What follows belongs to an exercise in optimizing a design on an open flow for a short achievable clock period and few clock cycles; a production flow would make more cautious choices.
Function was checked by simulation only, so behaviour that the tests miss may differ from the original.
Power is estimated from default activity; no workload was simulated.

===== standard.sh =====
#!/bin/bash
# synth_recipe.tcl (not shown) runs the flow's synth.tcl, then flattens the netlist and writes it again
# the make line also repeats each setting of config.mk as NAME=value (left out here)
make -C /OpenROAD-flow-scripts/flow DESIGN_CONFIG=/design/flow/config.mk WORK_HOME=/design/flow/orfs CLKGATE_MAP_FILE= SYNTH_SCRIPT=/design/flow/synth_recipe.tcl "${@:-finish}"

===== constraint.sdc =====
create_clock -name core_clock -period 8.5 [get_ports {clk}]
set_input_delay 1.7000 -clock core_clock [delete_from_list [all_inputs] [get_ports {clk}]]
set_output_delay 1.7000 -clock core_clock [all_outputs]
set_load 0.01 [all_outputs]

===== design.v =====
module multiplier3 (
    input             clk,
    input      [15:0] A,
    input      [15:0] B,
    output     [15:0] product,      
    output            ovf           
);
    wire pp_0_0 = A[0] & B[0];
    wire pp_1_0 = A[1] & B[0];
    wire pp_2_0 = A[2] & B[0];
    wire pp_3_0 = A[3] & B[0];
    wire pp_4_0 = A[4] & B[0];
    wire pp_5_0 = A[5] & B[0];
    wire pp_6_0 = A[6] & B[0];
    wire pp_7_0 = A[7] & B[0];
    wire pp_8_0 = A[8] & B[0];
    wire pp_9_0 = A[9] & B[0];
    wire pp_10_0 = A[10] & B[0];
    wire pp_11_0 = A[11] & B[0];
    wire pp_12_0 = A[12] & B[0];
    wire pp_13_0 = A[13] & B[0];
    wire pp_14_0 = A[14] & B[0];
    wire pp_15_0 = A[15] & B[0];
    wire pp_0_1 = A[0] & B[1];
    wire pp_1_1 = A[1] & B[1];
    wire pp_2_1 = A[2] & B[1];
    wire pp_3_1 = A[3] & B[1];
    wire pp_4_1 = A[4] & B[1];
    wire pp_5_1 = A[5] & B[1];
    wire pp_6_1 = A[6] & B[1];
    wire pp_7_1 = A[7] & B[1];
    wire pp_8_1 = A[8] & B[1];
    wire pp_9_1 = A[9] & B[1];
    wire pp_10_1 = A[10] & B[1];
    wire pp_11_1 = A[11] & B[1];
    wire pp_12_1 = A[12] & B[1];
    wire pp_13_1 = A[13] & B[1];
    wire pp_14_1 = A[14] & B[1];
    wire pp_0_2 = A[0] & B[2];
    wire pp_1_2 = A[1] & B[2];
    wire pp_2_2 = A[2] & B[2];
    wire pp_3_2 = A[3] & B[2];
    wire pp_4_2 = A[4] & B[2];
    wire pp_5_2 = A[5] & B[2];
    wire pp_6_2 = A[6] & B[2];
    wire pp_7_2 = A[7] & B[2];
    wire pp_8_2 = A[8] & B[2];
    wire pp_9_2 = A[9] & B[2];
    wire pp_10_2 = A[10] & B[2];
    wire pp_11_2 = A[11] & B[2];
    wire pp_12_2 = A[12] & B[2];
    wire pp_13_2 = A[13] & B[2];
    wire pp_0_3 = A[0] & B[3];
    wire pp_1_3 = A[1] & B[3];
    wire pp_2_3 = A[2] & B[3];
    wire pp_3_3 = A[3] & B[3];
    wire pp_4_3 = A[4] & B[3];
    wire pp_5_3 = A[5] & B[3];
    wire pp_6_3 = A[6] & B[3];
    wire pp_7_3 = A[7] & B[3];
    wire pp_8_3 = A[8] & B[3];
    wire pp_9_3 = A[9] & B[3];
    wire pp_10_3 = A[10] & B[3];
    wire pp_11_3 = A[11] & B[3];
    wire pp_12_3 = A[12] & B[3];
    wire pp_0_4 = A[0] & B[4];
    wire pp_1_4 = A[1] & B[4];
    wire pp_2_4 = A[2] & B[4];
    wire pp_3_4 = A[3] & B[4];
    wire pp_4_4 = A[4] & B[4];
    wire pp_5_4 = A[5] & B[4];
    wire pp_6_4 = A[6] & B[4];
    wire pp_7_4 = A[7] & B[4];
    wire pp_8_4 = A[8] & B[4];
    wire pp_9_4 = A[9] & B[4];
    wire pp_10_4 = A[10] & B[4];
    wire pp_11_4 = A[11] & B[4];
    wire pp_0_5 = A[0] & B[5];
    wire pp_1_5 = A[1] & B[5];
    wire pp_2_5 = A[2] & B[5];
    wire pp_3_5 = A[3] & B[5];
    wire pp_4_5 = A[4] & B[5];
    wire pp_5_5 = A[5] & B[5];
    wire pp_6_5 = A[6] & B[5];
    wire pp_7_5 = A[7] & B[5];
    wire pp_8_5 = A[8] & B[5];
    wire pp_9_5 = A[9] & B[5];
    wire pp_10_5 = A[10] & B[5];
    wire pp_0_6 = A[0] & B[6];
    wire pp_1_6 = A[1] & B[6];
    wire pp_2_6 = A[2] & B[6];
    wire pp_3_6 = A[3] & B[6];
    wire pp_4_6 = A[4] & B[6];
    wire pp_5_6 = A[5] & B[6];
    wire pp_6_6 = A[6] & B[6];
    wire pp_7_6 = A[7] & B[6];
    wire pp_8_6 = A[8] & B[6];
    wire pp_9_6 = A[9] & B[6];
    wire pp_0_7 = A[0] & B[7];
    wire pp_1_7 = A[1] & B[7];
    wire pp_2_7 = A[2] & B[7];
    wire pp_3_7 = A[3] & B[7];
    wire pp_4_7 = A[4] & B[7];
    wire pp_5_7 = A[5] & B[7];
    wire pp_6_7 = A[6] & B[7];
    wire pp_7_7 = A[7] & B[7];
    wire pp_8_7 = A[8] & B[7];
    wire pp_0_8 = A[0] & B[8];
    wire pp_1_8 = A[1] & B[8];
    wire pp_2_8 = A[2] & B[8];
    wire pp_3_8 = A[3] & B[8];
    wire pp_4_8 = A[4] & B[8];
    wire pp_5_8 = A[5] & B[8];
    wire pp_6_8 = A[6] & B[8];
    wire pp_7_8 = A[7] & B[8];
    wire pp_0_9 = A[0] & B[9];
    wire pp_1_9 = A[1] & B[9];
    wire pp_2_9 = A[2] & B[9];
    wire pp_3_9 = A[3] & B[9];
    wire pp_4_9 = A[4] & B[9];
    wire pp_5_9 = A[5] & B[9];
    wire pp_6_9 = A[6] & B[9];
    wire pp_0_10 = A[0] & B[10];
    wire pp_1_10 = A[1] & B[10];
    wire pp_2_10 = A[2] & B[10];
    wire pp_3_10 = A[3] & B[10];
    wire pp_4_10 = A[4] & B[10];
    wire pp_5_10 = A[5] & B[10];
    wire pp_0_11 = A[0] & B[11];
    wire pp_1_11 = A[1] & B[11];
    wire pp_2_11 = A[2] & B[11];
    wire pp_3_11 = A[3] & B[11];
    wire pp_4_11 = A[4] & B[11];
    wire pp_0_12 = A[0] & B[12];
    wire pp_1_12 = A[1] & B[12];
    wire pp_2_12 = A[2] & B[12];
    wire pp_3_12 = A[3] & B[12];
    wire pp_0_13 = A[0] & B[13];
    wire pp_1_13 = A[1] & B[13];
    wire pp_2_13 = A[2] & B[13];
    wire pp_0_14 = A[0] & B[14];
    wire pp_1_14 = A[1] & B[14];
    wire pp_0_15 = A[0] & B[15];
    wire [15:0] aor;
    assign aor[15] = A[15];
    assign aor[0] = |A[15:0];
    assign aor[1] = |A[15:1];
    assign aor[2] = |A[15:2];
    assign aor[3] = |A[15:3];
    assign aor[4] = |A[15:4];
    assign aor[5] = |A[15:5];
    assign aor[6] = |A[15:6];
    assign aor[7] = |A[15:7];
    assign aor[8] = |A[15:8];
    assign aor[9] = |A[15:9];
    assign aor[10] = |A[15:10];
    assign aor[11] = |A[15:11];
    assign aor[12] = |A[15:12];
    assign aor[13] = |A[15:13];
    assign aor[14] = |A[15:14];
    wire hi_any = (B[1] & aor[15]) | (B[2] & aor[14]) | (B[3] & aor[13]) | (B[4] & aor[12]) | (B[5] & aor[11]) | (B[6] & aor[10]) | (B[7] & aor[9]) | (B[8] & aor[8]) | (B[9] & aor[7]) | (B[10] & aor[6]) | (B[11] & aor[5]) | (B[12] & aor[4]) | (B[13] & aor[3]) | (B[14] & aor[2]) | (B[15] & aor[1]);
    wire s1 = pp_13_0 ^ pp_12_1;
    wire c2 = pp_13_0 & pp_12_1;
    wire s3 = pp_14_0 ^ pp_13_1 ^ pp_12_2;
    wire c4 = (pp_14_0 & pp_13_1) | (pp_14_0 & pp_12_2) | (pp_13_1 & pp_12_2);
    wire s5 = pp_11_3 ^ pp_10_4;
    wire c6 = pp_11_3 & pp_10_4;
    wire s7 = pp_15_0 ^ pp_14_1 ^ pp_13_2;
    wire c8 = (pp_15_0 & pp_14_1) | (pp_15_0 & pp_13_2) | (pp_14_1 & pp_13_2);
    wire s9 = pp_12_3 ^ pp_11_4 ^ pp_10_5;
    wire c10 = (pp_12_3 & pp_11_4) | (pp_12_3 & pp_10_5) | (pp_11_4 & pp_10_5);
    wire s11 = pp_9_6 ^ pp_8_7;
    wire c12 = pp_9_6 & pp_8_7;
    wire s13 = pp_9_0 ^ pp_8_1;
    wire c14 = pp_9_0 & pp_8_1;
    wire s15 = pp_10_0 ^ pp_9_1 ^ pp_8_2;
    wire c16 = (pp_10_0 & pp_9_1) | (pp_10_0 & pp_8_2) | (pp_9_1 & pp_8_2);
    wire s17 = pp_7_3 ^ pp_6_4;
    wire c18 = pp_7_3 & pp_6_4;
    wire s19 = pp_11_0 ^ pp_10_1 ^ pp_9_2;
    wire c20 = (pp_11_0 & pp_10_1) | (pp_11_0 & pp_9_2) | (pp_10_1 & pp_9_2);
    wire s21 = pp_8_3 ^ pp_7_4 ^ pp_6_5;
    wire c22 = (pp_8_3 & pp_7_4) | (pp_8_3 & pp_6_5) | (pp_7_4 & pp_6_5);
    wire s23 = pp_5_6 ^ pp_4_7;
    wire c24 = pp_5_6 & pp_4_7;
    wire s25 = pp_12_0 ^ pp_11_1 ^ pp_10_2;
    wire c26 = (pp_12_0 & pp_11_1) | (pp_12_0 & pp_10_2) | (pp_11_1 & pp_10_2);
    wire s27 = pp_9_3 ^ pp_8_4 ^ pp_7_5;
    wire c28 = (pp_9_3 & pp_8_4) | (pp_9_3 & pp_7_5) | (pp_8_4 & pp_7_5);
    wire s29 = pp_6_6 ^ pp_5_7 ^ pp_4_8;
    wire c30 = (pp_6_6 & pp_5_7) | (pp_6_6 & pp_4_8) | (pp_5_7 & pp_4_8);
    wire s31 = pp_3_9 ^ pp_2_10;
    wire c32 = pp_3_9 & pp_2_10;
    wire s33 = s1 ^ pp_11_2 ^ pp_10_3;
    wire c34 = (s1 & pp_11_2) | (s1 & pp_10_3) | (pp_11_2 & pp_10_3);
    wire s35 = pp_9_4 ^ pp_8_5 ^ pp_7_6;
    wire c36 = (pp_9_4 & pp_8_5) | (pp_9_4 & pp_7_6) | (pp_8_5 & pp_7_6);
    wire s37 = pp_6_7 ^ pp_5_8 ^ pp_4_9;
    wire c38 = (pp_6_7 & pp_5_8) | (pp_6_7 & pp_4_9) | (pp_5_8 & pp_4_9);
    wire s39 = pp_3_10 ^ pp_2_11 ^ pp_1_12;
    wire c40 = (pp_3_10 & pp_2_11) | (pp_3_10 & pp_1_12) | (pp_2_11 & pp_1_12);
    wire s41 = s3 ^ s5 ^ pp_9_5;
    wire c42 = (s3 & s5) | (s3 & pp_9_5) | (s5 & pp_9_5);
    wire s43 = pp_8_6 ^ pp_7_7 ^ pp_6_8;
    wire c44 = (pp_8_6 & pp_7_7) | (pp_8_6 & pp_6_8) | (pp_7_7 & pp_6_8);
    wire s45 = pp_5_9 ^ pp_4_10 ^ pp_3_11;
    wire c46 = (pp_5_9 & pp_4_10) | (pp_5_9 & pp_3_11) | (pp_4_10 & pp_3_11);
    wire s47 = pp_2_12 ^ pp_1_13 ^ pp_0_14;
    wire c48 = (pp_2_12 & pp_1_13) | (pp_2_12 & pp_0_14) | (pp_1_13 & pp_0_14);
    wire s49 = s7 ^ s9 ^ s11;
    wire c50 = (s7 & s9) | (s7 & s11) | (s9 & s11);
    wire s51 = pp_7_8 ^ pp_6_9 ^ pp_5_10;
    wire c52 = (pp_7_8 & pp_6_9) | (pp_7_8 & pp_5_10) | (pp_6_9 & pp_5_10);
    wire s53 = pp_4_11 ^ pp_3_12 ^ pp_2_13;
    wire c54 = (pp_4_11 & pp_3_12) | (pp_4_11 & pp_2_13) | (pp_3_12 & pp_2_13);
    wire s55 = pp_1_14 ^ pp_0_15 ^ c4;
    wire c56 = (pp_1_14 & pp_0_15) | (pp_1_14 & c4) | (pp_0_15 & c4);
    wire s57 = pp_6_0 ^ pp_5_1;
    wire c58 = pp_6_0 & pp_5_1;
    wire s59 = pp_7_0 ^ pp_6_1 ^ pp_5_2;
    wire c60 = (pp_7_0 & pp_6_1) | (pp_7_0 & pp_5_2) | (pp_6_1 & pp_5_2);
    wire s61 = pp_4_3 ^ pp_3_4;
    wire c62 = pp_4_3 & pp_3_4;
    wire s63 = pp_8_0 ^ pp_7_1 ^ pp_6_2;
    wire c64 = (pp_8_0 & pp_7_1) | (pp_8_0 & pp_6_2) | (pp_7_1 & pp_6_2);
    wire s65 = pp_5_3 ^ pp_4_4 ^ pp_3_5;
    wire c66 = (pp_5_3 & pp_4_4) | (pp_5_3 & pp_3_5) | (pp_4_4 & pp_3_5);
    wire s67 = pp_2_6 ^ pp_1_7;
    wire c68 = pp_2_6 & pp_1_7;
    wire s69 = s13 ^ pp_7_2 ^ pp_6_3;
    wire c70 = (s13 & pp_7_2) | (s13 & pp_6_3) | (pp_7_2 & pp_6_3);
    wire s71 = pp_5_4 ^ pp_4_5 ^ pp_3_6;
    wire c72 = (pp_5_4 & pp_4_5) | (pp_5_4 & pp_3_6) | (pp_4_5 & pp_3_6);
    wire s73 = pp_2_7 ^ pp_1_8 ^ pp_0_9;
    wire c74 = (pp_2_7 & pp_1_8) | (pp_2_7 & pp_0_9) | (pp_1_8 & pp_0_9);
    wire s75 = s15 ^ s17 ^ pp_5_5;
    wire c76 = (s15 & s17) | (s15 & pp_5_5) | (s17 & pp_5_5);
    wire s77 = pp_4_6 ^ pp_3_7 ^ pp_2_8;
    wire c78 = (pp_4_6 & pp_3_7) | (pp_4_6 & pp_2_8) | (pp_3_7 & pp_2_8);
    wire s79 = pp_1_9 ^ pp_0_10 ^ c14;
    wire c80 = (pp_1_9 & pp_0_10) | (pp_1_9 & c14) | (pp_0_10 & c14);
    wire s81 = s19 ^ s21 ^ s23;
    wire c82 = (s19 & s21) | (s19 & s23) | (s21 & s23);
    wire s83 = pp_3_8 ^ pp_2_9 ^ pp_1_10;
    wire c84 = (pp_3_8 & pp_2_9) | (pp_3_8 & pp_1_10) | (pp_2_9 & pp_1_10);
    wire s85 = pp_0_11 ^ c16 ^ c18;
    wire c86 = (pp_0_11 & c16) | (pp_0_11 & c18) | (c16 & c18);
    wire s87 = s25 ^ s27 ^ s29;
    wire c88 = (s25 & s27) | (s25 & s29) | (s27 & s29);
    wire s89 = s31 ^ pp_1_11 ^ pp_0_12;
    wire c90 = (s31 & pp_1_11) | (s31 & pp_0_12) | (pp_1_11 & pp_0_12);
    wire s91 = c20 ^ c22 ^ c24;
    wire c92 = (c20 & c22) | (c20 & c24) | (c22 & c24);
    wire s93 = s33 ^ s35 ^ s37;
    wire c94 = (s33 & s35) | (s33 & s37) | (s35 & s37);
    wire s95 = s39 ^ pp_0_13 ^ c26;
    wire c96 = (s39 & pp_0_13) | (s39 & c26) | (pp_0_13 & c26);
    wire s97 = c28 ^ c30 ^ c32;
    wire c98 = (c28 & c30) | (c28 & c32) | (c30 & c32);
    wire s99 = s41 ^ s43 ^ s45;
    wire c100 = (s41 & s43) | (s41 & s45) | (s43 & s45);
    wire s101 = s47 ^ c2 ^ c34;
    wire c102 = (s47 & c2) | (s47 & c34) | (c2 & c34);
    wire s103 = c36 ^ c38 ^ c40;
    wire c104 = (c36 & c38) | (c36 & c40) | (c38 & c40);
    wire s105 = s49 ^ s51 ^ s53;
    wire c106 = (s49 & s51) | (s49 & s53) | (s51 & s53);
    wire s107 = s55 ^ c6 ^ c42;
    wire c108 = (s55 & c6) | (s55 & c42) | (c6 & c42);
    wire s109 = c44 ^ c46 ^ c48;
    wire c110 = (c44 & c46) | (c44 & c48) | (c46 & c48);
    wire s111 = pp_4_0 ^ pp_3_1;
    wire c112 = pp_4_0 & pp_3_1;
    wire s113 = pp_5_0 ^ pp_4_1 ^ pp_3_2;
    wire c114 = (pp_5_0 & pp_4_1) | (pp_5_0 & pp_3_2) | (pp_4_1 & pp_3_2);
    wire s115 = pp_2_3 ^ pp_1_4;
    wire c116 = pp_2_3 & pp_1_4;
    wire s117 = s57 ^ pp_4_2 ^ pp_3_3;
    wire c118 = (s57 & pp_4_2) | (s57 & pp_3_3) | (pp_4_2 & pp_3_3);
    wire s119 = pp_2_4 ^ pp_1_5 ^ pp_0_6;
    wire c120 = (pp_2_4 & pp_1_5) | (pp_2_4 & pp_0_6) | (pp_1_5 & pp_0_6);
    wire s121 = s59 ^ s61 ^ pp_2_5;
    wire c122 = (s59 & s61) | (s59 & pp_2_5) | (s61 & pp_2_5);
    wire s123 = pp_1_6 ^ pp_0_7 ^ c58;
    wire c124 = (pp_1_6 & pp_0_7) | (pp_1_6 & c58) | (pp_0_7 & c58);
    wire s125 = s63 ^ s65 ^ s67;
    wire c126 = (s63 & s65) | (s63 & s67) | (s65 & s67);
    wire s127 = pp_0_8 ^ c60 ^ c62;
    wire c128 = (pp_0_8 & c60) | (pp_0_8 & c62) | (c60 & c62);
    wire s129 = s69 ^ s71 ^ s73;
    wire c130 = (s69 & s71) | (s69 & s73) | (s71 & s73);
    wire s131 = c64 ^ c66 ^ c68;
    wire c132 = (c64 & c66) | (c64 & c68) | (c66 & c68);
    wire s133 = s75 ^ s77 ^ s79;
    wire c134 = (s75 & s77) | (s75 & s79) | (s77 & s79);
    wire s135 = c70 ^ c72 ^ c74;
    wire c136 = (c70 & c72) | (c70 & c74) | (c72 & c74);
    wire s137 = s81 ^ s83 ^ s85;
    wire c138 = (s81 & s83) | (s81 & s85) | (s83 & s85);
    wire s139 = c76 ^ c78 ^ c80;
    wire c140 = (c76 & c78) | (c76 & c80) | (c78 & c80);
    wire s141 = s87 ^ s89 ^ s91;
    wire c142 = (s87 & s89) | (s87 & s91) | (s89 & s91);
    wire s143 = c82 ^ c84 ^ c86;
    wire c144 = (c82 & c84) | (c82 & c86) | (c84 & c86);
    wire s145 = s93 ^ s95 ^ s97;
    wire c146 = (s93 & s95) | (s93 & s97) | (s95 & s97);
    wire s147 = c88 ^ c90 ^ c92;
    wire c148 = (c88 & c90) | (c88 & c92) | (c90 & c92);
    wire s149 = s99 ^ s101 ^ s103;
    wire c150 = (s99 & s101) | (s99 & s103) | (s101 & s103);
    wire s151 = c94 ^ c96 ^ c98;
    wire c152 = (c94 & c96) | (c94 & c98) | (c96 & c98);
    wire s153 = s105 ^ s107 ^ s109;
    wire c154 = (s105 & s107) | (s105 & s109) | (s107 & s109);
    wire s155 = c100 ^ c102 ^ c104;
    wire c156 = (c100 & c102) | (c100 & c104) | (c102 & c104);
    wire ovf1 = hi_any;
    reg ovf1_q;
    reg c8_q;
    reg c10_q;
    reg c12_q;
    reg c50_q;
    reg c52_q;
    reg c54_q;
    reg c56_q;
    reg c106_q;
    reg c108_q;
    reg c110_q;
    reg c154_q;
    reg c156_q;
    reg q0_0;
    reg q0_1;
    reg q1_1;
    reg q0_2;
    reg q1_2;
    reg q2_2;
    reg q0_3;
    reg q1_3;
    reg q2_3;
    reg q3_3;
    reg q0_4;
    reg q1_4;
    reg q2_4;
    reg q3_4;
    reg q0_5;
    reg q1_5;
    reg q2_5;
    reg q3_5;
    reg q0_6;
    reg q1_6;
    reg q2_6;
    reg q3_6;
    reg q0_7;
    reg q1_7;
    reg q2_7;
    reg q3_7;
    reg q0_8;
    reg q1_8;
    reg q2_8;
    reg q3_8;
    reg q0_9;
    reg q1_9;
    reg q2_9;
    reg q3_9;
    reg q0_10;
    reg q1_10;
    reg q2_10;
    reg q3_10;
    reg q0_11;
    reg q1_11;
    reg q2_11;
    reg q3_11;
    reg q0_12;
    reg q1_12;
    reg q2_12;
    reg q3_12;
    reg q0_13;
    reg q1_13;
    reg q2_13;
    reg q3_13;
    reg q0_14;
    reg q1_14;
    reg q2_14;
    reg q3_14;
    reg q0_15;
    reg q1_15;
    reg q2_15;
    reg q3_15;
    always @(posedge clk) begin
        ovf1_q <= ovf1;
        q0_0 <= pp_0_0;
        q0_1 <= pp_1_0;
        q1_1 <= pp_0_1;
        q0_2 <= pp_2_0;
        q1_2 <= pp_1_1;
        q2_2 <= pp_0_2;
        q0_3 <= pp_3_0;
        q1_3 <= pp_2_1;
        q2_3 <= pp_1_2;
        q3_3 <= pp_0_3;
        q0_4 <= s111;
        q1_4 <= pp_2_2;
        q2_4 <= pp_1_3;
        q3_4 <= pp_0_4;
        q0_5 <= s113;
        q1_5 <= s115;
        q2_5 <= pp_0_5;
        q3_5 <= c112;
        q0_6 <= s117;
        q1_6 <= s119;
        q2_6 <= c114;
        q3_6 <= c116;
        q0_7 <= s121;
        q1_7 <= s123;
        q2_7 <= c118;
        q3_7 <= c120;
        q0_8 <= s125;
        q1_8 <= s127;
        q2_8 <= c122;
        q3_8 <= c124;
        q0_9 <= s129;
        q1_9 <= s131;
        q2_9 <= c126;
        q3_9 <= c128;
        q0_10 <= s133;
        q1_10 <= s135;
        q2_10 <= c130;
        q3_10 <= c132;
        q0_11 <= s137;
        q1_11 <= s139;
        q2_11 <= c134;
        q3_11 <= c136;
        q0_12 <= s141;
        q1_12 <= s143;
        q2_12 <= c138;
        q3_12 <= c140;
        q0_13 <= s145;
        q1_13 <= s147;
        q2_13 <= c142;
        q3_13 <= c144;
        q0_14 <= s149;
        q1_14 <= s151;
        q2_14 <= c146;
        q3_14 <= c148;
        q0_15 <= s153;
        q1_15 <= s155;
        q2_15 <= c150;
        q3_15 <= c152;
        c8_q <= c8;
        c10_q <= c10;
        c12_q <= c12;
        c50_q <= c50;
        c52_q <= c52;
        c54_q <= c54;
        c56_q <= c56;
        c106_q <= c106;
        c108_q <= c108;
        c110_q <= c110;
        c154_q <= c154;
        c156_q <= c156;
    end
    wire s157 = q0_3 ^ q1_3;
    wire c158 = q0_3 & q1_3;
    wire s159 = q0_4 ^ q1_4 ^ q2_4;
    wire c160 = (q0_4 & q1_4) | (q0_4 & q2_4) | (q1_4 & q2_4);
    wire s161 = q0_5 ^ q1_5 ^ q2_5;
    wire c162 = (q0_5 & q1_5) | (q0_5 & q2_5) | (q1_5 & q2_5);
    wire s163 = q0_6 ^ q1_6 ^ q2_6;
    wire c164 = (q0_6 & q1_6) | (q0_6 & q2_6) | (q1_6 & q2_6);
    wire s165 = q0_7 ^ q1_7 ^ q2_7;
    wire c166 = (q0_7 & q1_7) | (q0_7 & q2_7) | (q1_7 & q2_7);
    wire s167 = q0_8 ^ q1_8 ^ q2_8;
    wire c168 = (q0_8 & q1_8) | (q0_8 & q2_8) | (q1_8 & q2_8);
    wire s169 = q0_9 ^ q1_9 ^ q2_9;
    wire c170 = (q0_9 & q1_9) | (q0_9 & q2_9) | (q1_9 & q2_9);
    wire s171 = q0_10 ^ q1_10 ^ q2_10;
    wire c172 = (q0_10 & q1_10) | (q0_10 & q2_10) | (q1_10 & q2_10);
    wire s173 = q0_11 ^ q1_11 ^ q2_11;
    wire c174 = (q0_11 & q1_11) | (q0_11 & q2_11) | (q1_11 & q2_11);
    wire s175 = q0_12 ^ q1_12 ^ q2_12;
    wire c176 = (q0_12 & q1_12) | (q0_12 & q2_12) | (q1_12 & q2_12);
    wire s177 = q0_13 ^ q1_13 ^ q2_13;
    wire c178 = (q0_13 & q1_13) | (q0_13 & q2_13) | (q1_13 & q2_13);
    wire s179 = q0_14 ^ q1_14 ^ q2_14;
    wire c180 = (q0_14 & q1_14) | (q0_14 & q2_14) | (q1_14 & q2_14);
    wire s181 = q0_15 ^ q1_15 ^ q2_15;
    wire c182 = (q0_15 & q1_15) | (q0_15 & q2_15) | (q1_15 & q2_15);
    wire s183 = q0_2 ^ q1_2;
    wire c184 = q0_2 & q1_2;
    wire s185 = s157 ^ q2_3 ^ q3_3;
    wire c186 = (s157 & q2_3) | (s157 & q3_3) | (q2_3 & q3_3);
    wire s187 = s159 ^ q3_4 ^ c158;
    wire c188 = (s159 & q3_4) | (s159 & c158) | (q3_4 & c158);
    wire s189 = s161 ^ q3_5 ^ c160;
    wire c190 = (s161 & q3_5) | (s161 & c160) | (q3_5 & c160);
    wire s191 = s163 ^ q3_6 ^ c162;
    wire c192 = (s163 & q3_6) | (s163 & c162) | (q3_6 & c162);
    wire s193 = s165 ^ q3_7 ^ c164;
    wire c194 = (s165 & q3_7) | (s165 & c164) | (q3_7 & c164);
    wire s195 = s167 ^ q3_8 ^ c166;
    wire c196 = (s167 & q3_8) | (s167 & c166) | (q3_8 & c166);
    wire s197 = s169 ^ q3_9 ^ c168;
    wire c198 = (s169 & q3_9) | (s169 & c168) | (q3_9 & c168);
    wire s199 = s171 ^ q3_10 ^ c170;
    wire c200 = (s171 & q3_10) | (s171 & c170) | (q3_10 & c170);
    wire s201 = s173 ^ q3_11 ^ c172;
    wire c202 = (s173 & q3_11) | (s173 & c172) | (q3_11 & c172);
    wire s203 = s175 ^ q3_12 ^ c174;
    wire c204 = (s175 & q3_12) | (s175 & c174) | (q3_12 & c174);
    wire s205 = s177 ^ q3_13 ^ c176;
    wire c206 = (s177 & q3_13) | (s177 & c176) | (q3_13 & c176);
    wire s207 = s179 ^ q3_14 ^ c178;
    wire c208 = (s179 & q3_14) | (s179 & c178) | (q3_14 & c178);
    wire s209 = s181 ^ q3_15 ^ c180;
    wire c210 = (s181 & q3_15) | (s181 & c180) | (q3_15 & c180);
    wire [15:0] ra = {s209, s207, s205, s203, s201, s199, s197, s195, s193, s191, s189, s187, s185, s183, q0_1, q0_0};
    wire [15:0] rb = {c208, c206, c204, c202, c200, c198, c196, c194, c192, c190, c188, c186, c184, q2_2, q1_1, 1'b0};
    wire [16:0] sum;
    ks_add #(.W(16), .L(4)) cpa (.a(ra), .b(rb), .cin(1'b0), .sum(sum[15:0]), .cout(sum[16]));
    assign ovf = ovf1_q | sum[16] | c182 | c210 | c8_q | c10_q | c12_q | c50_q | c52_q | c54_q | c56_q | c106_q | c108_q | c110_q | c154_q | c156_q;
    assign product = sum[15:0];
endmodule
module alu (
    input      [15:0] A,
    input      [15:0] B,
    input      [3:0]  shamt,
    input      [15:0] pc1,
    input             op_add,     
    input             op_sub,
    input             op_and,
    input             op_or,
    input             op_xor,
    input             op_shl,
    input             op_shr,
    input             op_link,
    input             ld,         
    input      [15:0] ld_data,
    output     [15:0] sum,
    output     [15:0] out
);
    ks_add #(.W(16), .L(4)) add (.a(A), .b(op_sub ? ~B : B), .cin(op_sub), .sum(sum), .cout());
    wire [15:0] shl = A << shamt;
    wire [15:0] shr = A >> shamt;
    wire [15:0] other = ({16{op_and}}  & (A & B))
               | ({16{op_or}}   & (A | B))
               | ({16{op_xor}}  & (A ^ B))
               | ({16{op_shl}}  & shl)
               | ({16{op_shr}}  & shr)
               | ({16{op_link}} & pc1)
               | ({16{ld}}      & ld_data);
    assign out = (op_add | op_sub) ? sum : other;
endmodule
module ks_add #(
    parameter W = 16,
    parameter L = 4              
) (
    input  [W-1:0] a,
    input  [W-1:0] b,
    input          cin,
    output [W-1:0] sum,
    output         cout
);
    wire [W-1:0] g [0:L];
    wire [W-1:0] p [0:L];
    assign p[0] = a ^ b;
    assign g[0] = (a & b) | {{(W-1){1'b0}}, (a[0] ^ b[0]) & cin};
    genvar i, j;
    generate
        for (i = 0; i < L; i = i + 1) begin : lvl
            for (j = 0; j < W; j = j + 1) begin : bit_
                if (j >= (1 << i)) begin : comb
                    assign g[i+1][j] = g[i][j] | (p[i][j] & g[i][j - (1 << i)]);
                    assign p[i+1][j] = p[i][j] & p[i][j - (1 << i)];
                end else begin : pass
                    assign g[i+1][j] = g[i][j];
                    assign p[i+1][j] = p[i][j];
                end
            end
        end
    endgenerate
    assign sum  = p[0] ^ {g[L][W-2:0], cin};
    assign cout = g[L][W-1];
endmodule
module register_file (
    input             clk,
    input             rst,
    input      [3:0]  rd_1,
    input      [3:0]  rd_2,
    input      [3:0]  rd_3,
    input      [3:0]  rd_4,
    input      [3:0]  wr,
    input      [15:0] wr_data,
    input             wr_en,
    output     [15:0] rd_1_data,
    output     [15:0] rd_2_data,
    output     [15:0] rd_3_data,
    output     [15:0] rd_4_data
);
    reg [15:0] gpr [1:15];
    integer i;
    always @(posedge clk) begin
        if (rst) begin
            for (i = 1; i < 16; i = i + 1) gpr[i] <= 16'd0;
        end else if (wr_en && wr != 4'd0) begin
            gpr[wr] <= wr_data;
        end
    end
    assign rd_1_data = (rd_1 == 4'd0) ? 16'd0 : gpr[rd_1];
    assign rd_2_data = (rd_2 == 4'd0) ? 16'd0 : gpr[rd_2];
    assign rd_3_data = (rd_3 == 4'd0) ? 16'd0 : gpr[rd_3];
    assign rd_4_data = (rd_4 == 4'd0) ? 16'd0 : gpr[rd_4];
endmodule
module manta_style (
    input clk,
    input rst,
    output [15:0] imem_addr,
    input  [15:0] imem_rdata,
    output [15:0] dmem_addr,
    output        dmem_we,
    output [15:0] dmem_wdata,
    input  [15:0] dmem_rdata
);
    reg [15:0] fa;               
    reg        lr_v;             
    reg [3:0]  lr_rd;            
    reg [15:0] lr_q;
    assign imem_addr = fa;
    wire [3:0]  f_op     = imem_rdata[15:12];
    wire        f_pnt;            
    wire        f_bne_t  = (f_op == 4'hd) && (imem_rdata[11:8] != imem_rdata[3:0]) && !f_pnt;
    wire        f_jalr_p = (f_op == 4'hf) && lr_v && (imem_rdata[11:8] == lr_rd);
    wire        f_jmp    = f_bne_t || (f_op == 4'he) || f_jalr_p;
    wire [15:0] f_off4   = {{12{imem_rdata[7]}}, imem_rdata[7:4]};
    wire [15:0] f_off8   = {{8{imem_rdata[11]}}, imem_rdata[11:4]};
    wire [15:0] f_seq    = fa + 16'd1;
    wire [15:0] f_tgt_8, f_tgt_4, f_tgt_r;
    ks_add #(.W(16), .L(4)) j_add (.a(fa), .b(f_off8), .cin(1'b0), .sum(f_tgt_8), .cout());
    ks_add #(.W(16), .L(4)) b_add (.a(fa), .b(f_off4), .cin(1'b0), .sum(f_tgt_4), .cout());
    ks_add #(.W(16), .L(4)) r_add (.a(lr_q), .b(f_off4), .cin(1'b0), .sum(f_tgt_r), .cout());
    wire        f_s8 = !f_jalr_p && f_op[1];
    wire        f_s4 = !f_jalr_p && !f_op[1];
    wire [15:0] f_tgt = ({16{f_jalr_p}} & f_tgt_r) | ({16{f_s8}} & f_tgt_8) | ({16{f_s4}} & f_tgt_4);
    reg        d_valid;
    reg [15:0] d_ir;
    reg [15:0] d_pc1;
    reg [3:0]  d_r1, d_r2;       
    reg [15:0] d_fb;             
    reg        b_hm, b_hw, b_hz;  
    reg        c_hm, c_hw, c_hz;  
    reg        d_pnt;            
    reg [15:0] d_fb2;            
    reg        d_pok;            
    reg        d_jp;             
    reg [15:0] d_pbase;
    wire [3:0] d_op = d_ir[15:12];
    wire [3:0] d_ra = d_ir[11:8];
    wire [3:0] d_rb = d_ir[7:4];
    wire [3:0] d_rc = d_ir[3:0];
    wire       d_uses_a = (d_op != 4'he);
    wire       d_rr     = (d_op < 4'h6);                     
    wire       d_cd     = (d_op == 4'hc) || (d_op == 4'hd);   
    wire       d_wr = !d_cd && (d_rc != 4'd0);
    wire       d_imm = !d_rr;                                
    wire [15:0] d_immv = (d_op == 4'hf) ? {{12{d_ir[7]}}, d_ir[7:4]} : {12'd0, d_ir[7:4]};
    reg        e_valid;
    reg        e_wr;
    reg [3:0]  e_rd;
    reg        e_late;           
    reg [15:0] e_addr;           
    reg        e_we;             
    reg [15:0] e_sd;             
    reg        e_fdm;
    reg        e_load, e_store, e_mul, e_bne, e_jalr;
    reg        e_zcmp;           
    reg        e_add, e_sub, e_and, e_or, e_xor, e_shl, e_shr, e_link;
    reg [15:0] e_a, e_b, e_s, e_pc1;
    reg        e_fam, e_faw, e_fbm, e_fbw, e_fsm, e_fsw;
    reg        e_mfam, e_mfaw, e_mfbm, e_mfbw;
    reg        e_bt;             
    reg        e_jp;             
    reg [15:0] e_pbase;
    reg        m_wr;
    reg [3:0]  m_rd;
    reg        m_mul;
    reg [15:0] m_res;
    reg        m_jmiss;          
    reg [15:0] m_jb, m_joff;     
    wire [15:0] m_jt = m_jb + m_joff;
    reg        w_wr;
    reg [3:0]  w_rd;
    reg [15:0] w_res;
    reg        z_wr;             
    reg [3:0]  z_rd;
    reg [15:0] z_res;
    wire [15:0] rf1, rf2, rf3, rf4;
    wire [3:0]  f_r1 = (f_op != 4'he) ? imem_rdata[11:8] : 4'd0;
    register_file rf (
        .clk(clk), .rst(rst),
        .rd_1(d_r1), .rd_2(d_r2), .rd_3(f_r1), .rd_3_data(rf3),
        .rd_4(imem_rdata[7:4]), .rd_4_data(rf4),
        .wr(w_rd), .wr_data(w_res), .wr_en(w_wr),
        .rd_1_data(rf1), .rd_2_data(rf2)
    );
    wire [15:0] d_v1 = (w_wr && w_rd == d_r1) ? w_res : rf1;
    wire [15:0] d_v2 = (w_wr && w_rd == d_r2) ? w_res : rf2;
    wire d_he1 = e_wr && (e_rd == d_r1) && (d_r1 != 4'd0);
    wire d_he2 = e_wr && (e_rd == d_r2) && (d_r2 != 4'd0);
    wire d_hm1 = m_wr && (m_rd == d_r1) && (d_r1 != 4'd0);
    wire d_hm2 = m_wr && (m_rd == d_r2) && (d_r2 != 4'd0);
    wire d_ls = (d_op == 4'hb) || (d_op == 4'hc);
    wire d_stall = d_valid && ((e_late && (d_he1 || d_he2)) ||
                               (d_ls && (d_he1 || (d_hm1 && m_mul))) ||
                               ((d_op == 4'hc) && d_hm2 && m_mul));
    wire [15:0] d_sd = d_hm2 ? m_res : d_v2;
    wire [15:0] d_base = b_hm ? m_res : (b_hw ? w_res : (b_hz ? z_res : d_fb));
    wire [3:0]  b_r1n = d_stall ? d_r1 : f_r1;      
    wire [3:0]  c_r2n = d_stall ? d_rb : imem_rdata[7:4];
    wire d_zc = d_valid && ((d_op == 4'h1) || (d_op == 4'h4)) && (d_rc != 4'd0) &&
                !(e_wr && (((e_rd == d_ra) && (d_ra != 4'd0)) || ((e_rd == d_rb) && (d_rb != 4'd0)))) &&
                !(m_mul && (b_hm || c_hm));
    wire d_zeq = d_zc && d_pok && (d_fb == d_fb2) && !(b_hm || b_hw || b_hz || c_hm || c_hw || c_hz);
    assign f_pnt = d_zeq && (f_op == 4'hd) &&
                   (((imem_rdata[11:8] == d_rc) && (imem_rdata[3:0] == 4'd0)) ||
                    ((imem_rdata[3:0] == d_rc) && (imem_rdata[11:8] == 4'd0)));
    wire [15:0] d_addr;
    ks_add #(.W(16), .L(4)) agu (.a(d_base), .b({12'd0, d_ir[7:4]}), .cin(1'b0), .sum(d_addr), .cout());
    wire [15:0] x_a = e_fam ? m_res : (e_faw ? w_res : e_a);
    wire [15:0] x_b = e_fbm ? m_res : (e_fbw ? w_res : e_b);
    wire [15:0] x_s = e_fsm ? m_res : (e_fsw ? w_res : e_s);
    wire [15:0] x_sum, x_out;
    alu alu (
        .A(x_a), .B(x_b), .shamt(e_b[3:0]), .pc1(e_pc1),
        .op_add(e_add), .op_sub(e_sub), .op_and(e_and), .op_or(e_or),
        .op_xor(e_xor), .op_shl(e_shl), .op_shr(e_shr), .op_link(e_link),
        .ld(e_load), .ld_data(dmem_rdata),
        .sum(x_sum), .out(x_out)
    );
    wire [15:0] mul_out;
    wire [15:0] x_ma = e_mfam ? m_res : (e_mfaw ? w_res : e_a);
    wire [15:0] x_mb = e_mfbm ? m_res : (e_mfbw ? w_res : e_b);
    wire        mul_ovf;
    multiplier3 mul (.clk(clk), .A(x_ma), .B(x_mb), .product(mul_out), .ovf(mul_ovf));
    wire a_m = e_fam, a_w = !e_fam && e_faw, a_e = !e_fam && !e_faw;
    wire b_m = e_fbm, b_w = !e_fbm && e_fbw, b_e = !e_fbm && !e_fbw;
    wire s_m = e_fsm, s_w = !e_fsm && e_fsw, s_e = !e_fsm && !e_fsw;
    wire eq_mw = (m_res == w_res);
    wire eq_am = (e_a == m_res), eq_aw = (e_a == w_res);
    wire eq_sm = (e_s == m_res), eq_sw = (e_s == w_res), eq_as = (e_a == e_s);
    wire eq_bm = (e_b == m_res), eq_bw = (e_b == w_res), eq_ab = (e_a == e_b);
    wire eq_pm = (e_pbase == m_res), eq_pw = (e_pbase == w_res), eq_pa = (e_pbase == e_a);
    wire x_eq_as = (a_m && s_m) || (a_w && s_w) ||
                   (a_m && s_w && eq_mw) || (a_w && s_m && eq_mw) ||
                   (a_m && s_e && eq_sm) || (a_w && s_e && eq_sw) ||
                   (a_e && s_m && eq_am) || (a_e && s_w && eq_aw) || (a_e && s_e && eq_as);
    wire x_eq_ab = (a_m && b_m) || (a_w && b_w) ||
                   (a_m && b_w && eq_mw) || (a_w && b_m && eq_mw) ||
                   (a_m && b_e && eq_bm) || (a_w && b_e && eq_bw) ||
                   (a_e && b_m && eq_am) || (a_e && b_w && eq_aw) || (a_e && b_e && eq_ab);
    wire x_eq_ap = (a_m && eq_pm) || (a_w && eq_pw) || (a_e && eq_pa);
    wire x_bmiss = e_valid && e_bne && e_bt && x_eq_as;
    wire x_jmiss = e_valid && e_jalr && !(e_jp && x_eq_ap);
    wire x_redir = x_bmiss || x_jmiss || m_jmiss;
    wire d_fuse = d_valid && (d_op == 4'hd) && e_valid && e_zcmp && e_wr &&
                  (((d_ra == e_rd) && (d_rc == 4'd0)) || ((d_rc == e_rd) && (d_ra == 4'd0)));
    wire d_early = d_fuse && !d_pnt && x_eq_ab;
    assign dmem_addr  = e_addr;
    assign dmem_we    = e_we;
    assign dmem_wdata = e_fdm ? m_res : e_sd;
    always @(posedge clk) begin
        if (rst) begin
            fa <= 16'd0;
        end else if (m_jmiss) begin
            fa <= m_jt;
        end else if (x_bmiss) begin
            fa <= e_pc1;
        end else if (d_early) begin
            fa <= d_pc1;
        end else if (!d_stall) begin
            fa <= f_jmp ? f_tgt : f_seq;
        end
        if (rst) begin
            lr_v <= 1'b0;
        end else if (f_op == 4'he && imem_rdata[3:0] != 4'd0) begin
            lr_v  <= 1'b1;
            lr_rd <= imem_rdata[3:0];
            lr_q  <= f_seq;
        end
        if (rst || x_redir || d_early) begin
            d_valid <= 1'b0;
        end else if (!d_stall) begin
            d_valid <= 1'b1;
        end
        d_fb <= d_stall ? d_base : rf3;
        d_fb2 <= rf4;
        d_pok <= !d_stall;
        c_hm <= e_wr && (e_rd == c_r2n) && (c_r2n != 4'd0);
        c_hw <= m_wr && (m_rd == c_r2n) && (c_r2n != 4'd0);
        c_hz <= w_wr && (w_rd == c_r2n) && (c_r2n != 4'd0);
        b_hm <= e_wr && (e_rd == b_r1n) && (b_r1n != 4'd0);
        b_hw <= m_wr && (m_rd == b_r1n) && (b_r1n != 4'd0);
        b_hz <= w_wr && (w_rd == b_r1n) && (b_r1n != 4'd0);
        if (!d_stall) begin
            d_ir    <= imem_rdata;
            d_r1    <= f_r1;
            d_r2    <= (f_op < 4'h6) ? imem_rdata[7:4] :
                       ((f_op == 4'hc) || (f_op == 4'hd)) ? imem_rdata[3:0] : 4'd0;
            d_pc1   <= f_seq;
            d_jp    <= f_jalr_p;
            d_pnt   <= f_pnt;
            d_pbase <= lr_q;
        end
        e_rd   <= d_rc;
        e_late <= (d_op == 4'h5);
        e_addr <= d_addr;
        e_sd   <= d_sd;
        e_fdm  <= d_he2 && (d_op == 4'hc);
        e_load <= (d_op == 4'hb);
        e_store <= (d_op == 4'hc);
        e_mul  <= (d_op == 4'h5);
        e_bne  <= (d_op == 4'hd);
        e_jalr <= (d_op == 4'hf);
        e_add  <= (d_op == 4'h0) || (d_op == 4'h6);
        e_sub  <= (d_op == 4'h1);
        e_zcmp <= (d_op == 4'h1) || (d_op == 4'h4);
        e_and  <= (d_op == 4'h2) || (d_op == 4'h7);
        e_or   <= (d_op == 4'h3) || (d_op == 4'h8);
        e_xor  <= (d_op == 4'h4);
        e_shl  <= (d_op == 4'h9);
        e_shr  <= (d_op == 4'ha);
        e_link <= (d_op == 4'he) || (d_op == 4'hf);
        e_a    <= d_v1;
        e_b    <= d_imm ? d_immv : d_v2;
        e_s    <= d_v2;
        e_pc1  <= d_pc1;
        e_fam  <= d_he1;
        e_faw  <= d_hm1;
        e_fbm  <= d_he2 && !d_imm;
        e_fbw  <= d_hm2 && !d_imm;
        e_fsm  <= d_he2;
        e_fsw  <= d_hm2;
        e_mfam <= d_he1 && (d_op == 4'h5);
        e_mfaw <= d_hm1 && (d_op == 4'h5);
        e_mfbm <= d_he2 && (d_op == 4'h5);
        e_mfbw <= d_hm2 && (d_op == 4'h5);
        e_bt   <= (d_ra != d_rc) && !d_early && !d_pnt;
        e_jp   <= d_jp;
        e_pbase <= d_pbase;
        if (rst || x_redir || d_stall || !d_valid) begin
            e_valid <= 1'b0;
            e_wr    <= 1'b0;
            e_we    <= 1'b0;
        end else begin
            e_valid <= 1'b1;
            e_wr    <= d_wr;
            e_we    <= (d_op == 4'hc);
        end
        m_rd    <= e_rd;
        m_mul   <= e_mul;
        m_res   <= x_out;
        m_jb    <= x_a;
        m_joff  <= e_b;
        if (rst) begin
            m_wr <= 1'b0;
            m_jmiss <= 1'b0;
        end else begin
            m_jmiss <= x_jmiss;
            m_wr <= e_wr;
        end
        w_rd  <= m_rd;
        z_rd  <= w_rd;
        z_res <= w_res;
        w_res <= m_mul ? (mul_out | {16{mul_ovf}}) : m_res;
        if (rst) begin
            w_wr <= 1'b0;
            z_wr <= 1'b0;
        end else begin
            w_wr <= m_wr;
            z_wr <= w_wr;
        end
    end
endmodule

===== flow/run.sh =====
#!/bin/bash
set -euo pipefail
bash standard.sh SETUP_SLACK_MARGIN=5.7 "BUFFER_PORTS_ARGS=-buffer_cell sky130_fd_sc_hd__buf_4" finish > standard.log 2>&1

===== config.mk =====
export PLATFORM = sky130hd
export DESIGN_NAME = manta_style
export DESIGN_NICKNAME = manta_style
export VERILOG_FILES = /design/flow/design.v
export SDC_FILE = /design/flow/constraint.sdc
export NUM_CORES = 4
export LEC_CHECK = 0
export CAP_MARGIN = 40
export CORE_MARGIN = 2
export CORE_UTILIZATION = 40
export PLACE_DENSITY = 0.6
export SETUP_SLACK_MARGIN = 5
export SLEW_MARGIN = 40

==> results of run 1 <==
path summary, 6_finish.rpt:
path                         end  slack, ns  depth (start not counted)
max          fa[14]$_SDFFE_PP0P_       4.85                         13
min           e_pbase[5]$_DFF_P_       0.34                          0
min reg2reg   e_pbase[5]$_DFF_P_       0.34                          0
max reg2reg    m_res[13]$_DFF_P_       4.88                         16
final cells by class:
| type | count | area, sq um | share of cell area |
|---|---|---|---|
| multi-input combinational | 3137 | 29390 | 0.4919 |
| inverter | 167 | 669.4 | 0.01120 |
| sequential | 703 | 17610 | 0.2948 |
| clock buffer | 106 | 2316 | 0.03877 |
| timing repair inverter | 5 | 47.55 | 0.0007958 |
| timing repair buffer | 598 | 7315 | 0.1224 |
| tap | 1512 | 1892 | 0.03167 |
| clock inverter | 47 | 491.7 | 0.008231 |
| antenna | 3 | 7.507 | 0.0001257 |
routing by layer:
metal  routed length, um  part of all wire  vias up
li1                    -                 -    16470
met1               73050              0.38    19690
met2               79700              0.41     3140
met3               28810              0.15      758
met4               12440             0.064        8
met5                  55           0.00028        -
timing repair:
action,in CTS,in global routing
cloned,41,12
setup endpoints to repair,576,276
resized for setup,609,252
setup buffers,250,98
pin swaps,149,173
critical path, cell delays in order:
cell and delay (ns):
buf_16 0.11, ha_4 0.15, fa_2 0.37, a211oi_4 0.32, buf_4 0.18, o21ai_4 0.07, a2111oi_4 0.37, nor3_2 0.10
a31oi_1 0.21, xor2_1 0.13, o221ai_2 0.20, o22ai_1 0.11, o31ai_1 0.20
logic make-up (layout without fill, tap and decap cells):
kind of cell	after synthesis	in the layout	share of synthesized area
AND/OR/NAND/NOR	1281	1286	0.1392
AO/OA/AOI/OAI	726	726	0.1055
flip-flops	703	703	0.3788
buffers and inverters	515	923	0.04520
multiplexers	481	481	0.1764
XOR/XNOR	395	395	0.07542
adder cells (fa/ha/maj)	233	233	0.07943
other	1	19	0.00008175
stage by stage:
step / util / setup slack, ns / std cells
after floorplan: - / 4.499 / 4350
after global placement: 0.4249 / 3.538 / 5699
after detailed placement: 0.4288 / 3.765 / 5721
after CTS: 0.5044 / 4.962 / 6165
after global routing: 0.5239 / 4.760 / 6276
final: 0.5239 / 4.854 / 6278
power groups by stage:
stage / clock network (uW) / logic (uW) / registers [uW]
detailed placement: 0 / 3030 / 4270
global placement: 0 / 2980 / 4270
CTS: 3720 / 3720 / 4210
floorplan: 0 / 2120 / 4080
global route: 3860 / 4260 / 4250
finish: 3720 / 4070 / 4240
cell usage after synthesis, types with 145 or more instances:
cell type / instances / share of area
mux2i_1: 187 / 0.041
inv_1: 164 / 0.013
o21ai_0: 145 / 0.016
nor2_1: 400 / 0.033
dfxtp_1: 373 / 0.16
mux4_2: 257 / 0.13
xor2_1: 200 / 0.038
clkbuf_1: 237 / 0.019
a21oi_1: 182 / 0.020
edfxtp_1: 330 / 0.22
and2_1: 257 / 0.035
xnor2_1: 195 / 0.037
nand2_1: 214 / 0.018
cell usage in the layout, fill, tap and decap left out, types with 21 or more instances in the layout:
cell type / instances
nor2_1: 366
edfxtp_1: 330
buf_4: 327
dfxtp_1: 281
mux4_2: 257
and2_1: 253
nand2_1: 206
xor2_1: 197
xnor2_1: 177
mux2i_1: 174
inv_1: 152
buf_6: 115
a21oi_1: 108
o21ai_0: 104
ha_1: 103
clkbuf_16: 94
buf_12: 72
fa_1: 70
a21oi_2: 58
nor3_1: 49
nand3_1: 49
dfxtp_4: 49
dfxtp_2: 43
a21o_1: 40
nand4_1: 40
a211oi_1: 36
nor4_1: 36
o22ai_1: 35
nor2b_1: 34
and3_1: 29
ha_4: 28
nand2b_1: 27
fa_2: 27
bufbuf_16: 27
or2_2: 25
buf_16: 24
buf_8: 23
o21ai_1: 21
a221o_1: 21
==> results.txt, run 1 <==
number of CTS-inserted buffers=82; combinational share of power=0.338; crit path launch=imem_rdata[4]; Vias=40,060; Final Setup Violations=0; Most flops, register=rf.gpr; Slew @ Worst Pin=about 1 ns; Area Overhead vs Synth=30.24%; FP Rows=about 120; Worst-path clk slew=0.06 ns; area post-placement=roughly 49,000 sq um; Sw Ratio=0.3520; Reg power frac=0.352; Top FF cell, synth=dfxtp_1; start of the worst register-to-register path=e_faw$_DFF_P_; syn avg cell area=between 10 and 15 sq um; fin crit share=0.4289; initial antenna violation count=14; Die X-Extent=342.6 um; largest net degree at the start of global routing=66; Netlist Area Pre-Place=45,870 sq um; sequential fraction of the synthesis area=0.3788; DR iter-0 viols=between 6,000 and 7,000; core area=around 110,000 sq um; Worst-Skew Late Latency=0.70 ns; Synth Instances=between 4,000 and 5,000; critical path endpoint category=flop; Die Y-Extent=342.6 um; asr flop ratio synth=0; GP Congestion=about 0.97; initial core utilization=0.4023; Fin. Hold Viols=0; setup TNS=0 ns; max FFs per register=about 260; gr usage total=0.3176; Layout Nets=about 5,000; WS Path Type=primary input to flop; DRT Pass-1 Iters=6; outcome=no timing/DRC/antenna violations; synth unique cells=92; global route overflow=0; RSZ-0062 raised after global routing=yes; met1 Usage GRT=0.4240; hold_sp=d_pbase[5]$_DFFE_PN_; IO Port Bufs=a little over 80; met3 usage=0.1093; clock sinks=703; Syn. warnings=4; met2 Use GR=0.4504; Int Pwr=around 7800 uW; clock share of power=0.309; Post-DP HPWL=around 110,000 um; P_sw=around 4200 uW; Crit path required time=9.07 ns; residual DRC count=0; number of vias per cell=between 6 and 7; Startpoint Class=primary input; CP arrival=roughly 4.2 ns; Worst Skew=between 0.05 and 0.06 ns; CTS H-tree lvls=3; leakage power=about 0.024 uW; power density over the cells=between 200 and 250 nW/um^2; Tot Pwr=about 12,000 uW; max-slew violation count=0; share of layout cells above drive strength 1=0.3334; Fillers=between 9,000 and 10,000; vias in the first global route=roughly 38,000; worst hold slack=between 0.3 and 0.4 ns; FF+latch count, synth=703; Hold Crit Class=flop to flop; Max FO, Critical Path=3; Most Used Layer, Global Route=met2; DRT antenna net count=0; die area=117,400 sq um; # Max-Cap Violations=0; final instance area=approximately 60,000 sq um; Max Freq=about 270 MHz; clock tree buffer depth=3; first-pass GRT wire length=~270,000 um; final WL=between 150,000 and 200,000 um; TritonCTS clock tree=built; slew margin rel.=0.3087; I/O pin total=83; cts-stage hold buffer count=0; Tmin final=approximately 3.6 ns; Peak VDD IR=0.1578 mV; Root Driver=clkbuf_16; Wirelength per Cell=~30 um; EDFF count, synth=330
Testbench counts, summed over its fixed seeds: cycles 525,453.
==> run 2, diff against run 1 <==
--- a/design.v
+++ b/design.v
@@ -687,4 +687,3 @@
     reg        m_jmiss;          
-    reg [15:0] m_jb, m_joff;     
-    wire [15:0] m_jt = m_jb + m_joff;
+    reg [15:0] m_jt;
     reg        w_wr;
@@ -770,5 +769,3 @@
     always @(posedge clk) begin
-        if (rst) begin
-            fa <= 16'd0;
-        end else if (m_jmiss) begin
+        if (m_jmiss) begin
             fa <= m_jt;
@@ -860,7 +857,6 @@
         m_res   <= x_out;
-        m_jb    <= x_a;
-        m_joff  <= e_b;
+        m_jt    <= rst ? 16'd0 : x_sum;
         if (rst) begin
             m_wr <= 1'b0;
-            m_jmiss <= 1'b0;
+            m_jmiss <= 1'b1;             
         end else begin
==> run 2 against run 1 <==
Via count decreased by 2.0%; sequential power about the same; synthesized area fell by 2.5%; worst hold slack worse by 0.0057 ns; sequential share of layout area fell by 0.43 points; power grew 2.9%; wire length down 1.6%; clock power decreased by 3%; utilization rose by 1.7 points; flip-flop and latch count shrank 16; highest routed layer unchanged.
==> results.txt, run 2 <==
Final Setup Violations=0 (unchanged); syn avg cell area=10.66 sq um (was 10.58 sq um); simple-gate area share of the yosys netlist=0.1368 (was 0.1392); initial core utilization=0.4037 (was 0.4023); final core area utilization=0.5407 (was 0.5239); setup TNS=0 ns (unchanged); sequential fraction of the synthesis area=0.3849 (was 0.3788); Top FF cell, synth=edfxtp_1 (was dfxtp_1); clock tree buffer depth=3 (unchanged); residual DRC count=0 (unchanged); crit path launch=imem_rdata[4] (unchanged); most frequent cells in the layout=360 x buf_4, 353 x nor2_1, 346 x edfxtp_1 (was 366 x nor2_1, 330 x edfxtp_1, 327 x buf_4); Netlist Area Pre-Place=44,740 sq um (was 45,870 sq um); Fin. Hold Viols=0 (unchanged); Layout Nets=4,890 (was 4,961); clock sinks=687 (was 703); Root Driver=clkbuf_16 (unchanged); WS Path Type=primary input to flop (unchanged); Worst-Skew Late Latency=0.67 ns (was 0.70 ns); synth unique cells=104 (was 92); top cell type's share of synthesized area=0.2323 (was 0.2160); multiplexer area fraction after synthesis=0.1783 (was 0.1764); slew margin rel.=0.3223 (was 0.3087); outcome=no timing/DRC/antenna violations (unchanged); max FFs per register=256 (unchanged); leakage power=0.02362 uW (was 0.02366 uW); gr usage total=0.3154 (was 0.3176); die area=114,500 sq um (was 117,400 sq um); Die X-Extent=338.4 um (was 342.6 um); start of the worst register-to-register path=d_fb[11]$_DFF_P_ (was e_faw$_DFF_P_); Startpoint Class=primary input (unchanged); Post-Synth XOR/XNOR Area=0.07596 (was 0.07542); Syn. warnings=4 (unchanged); RSZ-0062 raised after global routing=yes (unchanged); post-synthesis compound-gate area fraction=0.1024 (was 0.1055); Synth area leaders=edfxtp_1 23%, dfxtp_1 15%, mux4_2 12%, mux2i_1 4.7%, xnor2_1 4.6% (was edfxtp_1 22%, dfxtp_1 16%, mux4_2 13%, fa_1 4.2%, mux2i_1 4.1%); Critical Path Sink=fa[14]$_DFFE_PP_ (was fa[14]$_SDFFE_PP0P_); # Max-Cap Violations=0 (unchanged); worst reg2reg path endpoint=fa[1]$_DFFE_PP_ (was m_res[13]$_DFF_P_); cts-stage hold buffer count=0 (unchanged); largest family of logic cells by synthesized area=multiplexers (unchanged); asr flop ratio synth=0 (unchanged); hold_sp=d_pbase[4]$_DFFE_PN_ (was d_pbase[5]$_DFFE_PN_); final WL=191,000 um (was 194,100 um); Synth Instances=4,197 (was 4,335); number of CTS-inserted buffers=81 (was 82); Area Overhead vs Synth=33.93% (was 30.24%); Most flops, register=rf.gpr (unchanged); Peak VDD IR=0.1762 mV (was 0.1578 mV); Die Y-Extent=338.4 um (was 342.6 um); r2r worst-path depth=11 (was 16); initial antenna violation count=10 (was 14); max-slew violation count=0 (unchanged); I/O pin total=83 (unchanged); Wirelength per Cell=30.81 um (was 30.91 um); fin crit share=0.4207 (was 0.4289); EDFF count, synth=346 (was 330); Worst Skew=0.04617 ns (was 0.05981 ns); Hold Crit Class=flop to flop (unchanged); CP arrival=3.95 ns (was 4.22 ns); adder-cell share of the synthesized area=0.07680 (was 0.07943); GP Congestion=0.9223 (was 0.9672); Max Freq=279.7 MHz (was 274.3 MHz); DR iter-0 viols=5,678 (was 6,349); number of vias per cell=6.332 (was 6.381); DRT antenna net count=0 (unchanged); non-filler instance count after layout=6,201 (was 6,278); Vias=39,260 (was 40,060); DRT Pass-1 Iters=6 (unchanged); Worst-path clk slew=0.06 ns (about the same); Tmin final=3.576 ns (was 3.646 ns); FP Rows=122 (was 124); Post-DP HPWL=106,400 um (was 113,700 um); FF+latch count, synth=687 (was 703); CTS H-tree lvls=3 (unchanged); Crit path required time=8.87 ns (was 9.07 ns); largest net degree at the start of global routing=65 (was 66); IO Port Bufs=82 (unchanged); global route overflow=0 (unchanged); core area=110,800 sq um (was 114,000 sq um); share of layout cells above drive strength 1=0.3562 (was 0.3334); first-pass GRT wire length=265,000 um (was 271,100 um); most numerous cell in the Yosys netlist=nor2_1 (unchanged); flop-to-flop setup slack=5.13 ns (was 4.88 ns); critical path endpoint category=flop (unchanged); power density over the cells=206.5 nW/um^2 (was 201.2 nW/um^2); Max FO, Critical Path=3 (unchanged); commonest non-fill, non-tap cell in the layout=buf_4 (was nor2_1); Slew @ Worst Pin=1.007 ns (was 1.008 ns); vias in the first global route=37,470 (was 38,460); TritonCTS clock tree=built (unchanged); placed insts=5,552 (was 5,721); Yosys top cell by area=edfxtp_1 (unchanged); synth cell count leaders=395 x nor2_1, 346 x edfxtp_1, 341 x dfxtp_1 (was 400 x nor2_1, 373 x dfxtp_1, 330 x edfxtp_1)
## run 2: metrics by stage
stage,worst slack [ns],hold slack (ns),cell area (sq um),total power (uW)
5_1_grt,4.878,0.3430,59900,12750
3_3_place_gp,3.503,0.3262,47520,7472
2_1_floorplan,4.578,0.3233,46140,6377
6_report,4.924,0.3334,59920,12370
4_1_cts,4.934,0.3363,57460,11990
3_5_place_dp,3.509,0.3269,47910,7510
## run 2: logic make-up (layout without fill, tap and decap cells)
kind of cell,count (synthesis),in the layout
buf+inv,512,997
xor+xnor,388,388
flops,687,687
other cells,1,24
fa+ha+maj,217,217
simple gates,1215,1220
compound gates,687,690
mux,490,490
## run 2: repair_timing
| action | 4_1_cts | 5_1_grt |
|---|---|---|
| cloned | 47 | 12 |
| gates resized for setup | 626 | 260 |
| pin swaps | 169 | 152 |
| buffers inserted | 310 | 123 |
| setup endpoints to repair | 619 | 260 |
## run 2: where the power goes
group / internal (uW) / total [uW] / leakage (uW) / switching, uW
clock network: 2100 / 3610 / 0.00132 / 1510
logic: 2080 / 4520 / 0.0159 / 2440
registers: 3860 / 4240 / 0.00644 / 382
## run 2: layout make-up
class	count	area [sq um]
clock inverter	40	427.9
fill	9186	50910
multi-input combinational	3021	28850
antenna	8	20.02
clock buffer	109	2276
sequential	687	17410
tap	1488	1862
timing repair buffer	678	8417
inverter	170	663.1
## run 2: worst max-delay path: stages
cell and delay, ns:
buf_16 0.12, ha_4 0.16, fa_2 0.41, a211oi_2 0.25, o21bai_2 0.12, a31oi_2 0.22, o21ai_2 0.12, o31ai_4 0.25
o21ai_2 0.10, xor2_1 0.15, a211oi_2 0.23, o31ai_1 0.11
## run 2: worst min-delay path by stage
stage | depth (start not counted) | to
6_report | 0 | e_pbase[4]$_DFF_P_
5_1_grt | 0 | e_pbase[15]$_DFF_P_
4_1_cts | 0 | e_pbase[4]$_DFF_P_
3_5_place_dp | 0 | e_pbase[0]$_DFF_P_
3_3_place_gp | 0 | e_pbase[0]$_DFF_P_
2_1_floorplan | 0 | e_jp$_DFF_P_
## run 2: metal layers
layer | global-route usage | wire, um | up-vias
li1 | - | - | 16120
met1 | 0.4225 | 72100 | 19430
met2 | 0.4609 | 81030 | 2987
met3 | 0.08580 | 24950 | 718
met4 | 0.1754 | 12880 | 10
met5 | 0 | 62 | -
Testbench counts of run 2, summed over its fixed seeds: cycles 525,965.

==> what the ideal ports hide <==
The results above use ideal ports. As a check the final layouts listed here were re-extracted and re-timed, cells and wires unchanged. Step 1 sets driving cells, clkbuf_16 on the clock port and buf_2 on the other inputs (assumed; they add their load-dependent delay and slew). Step 2 adds t to the input delays and takes it off the output delays; t is the mean of the earliest and latest rising clock arrival at the registers after step 1. Input paths then give back, and output paths get back, about the clock's delay inside the block. Three values: ideal ports, drivers, drivers and shift; two values: the first two.
run | shift t [ns] | slack for setup (ns) | hold WS [ns]
run 1 | 0.745 | 4.854 / 4.808 / 4.063 | 0.339 / 0.339 / 0.339
run 2 | 0.719 | 4.924 / 4.816 / 4.097 | 0.333 / 0.333 / 0.333
After both steps every run listed still meets setup and hold. For run 2, which loses most, drivers alone change the setup slack by -0.108 ns; drivers and shift together by -0.827 ns.
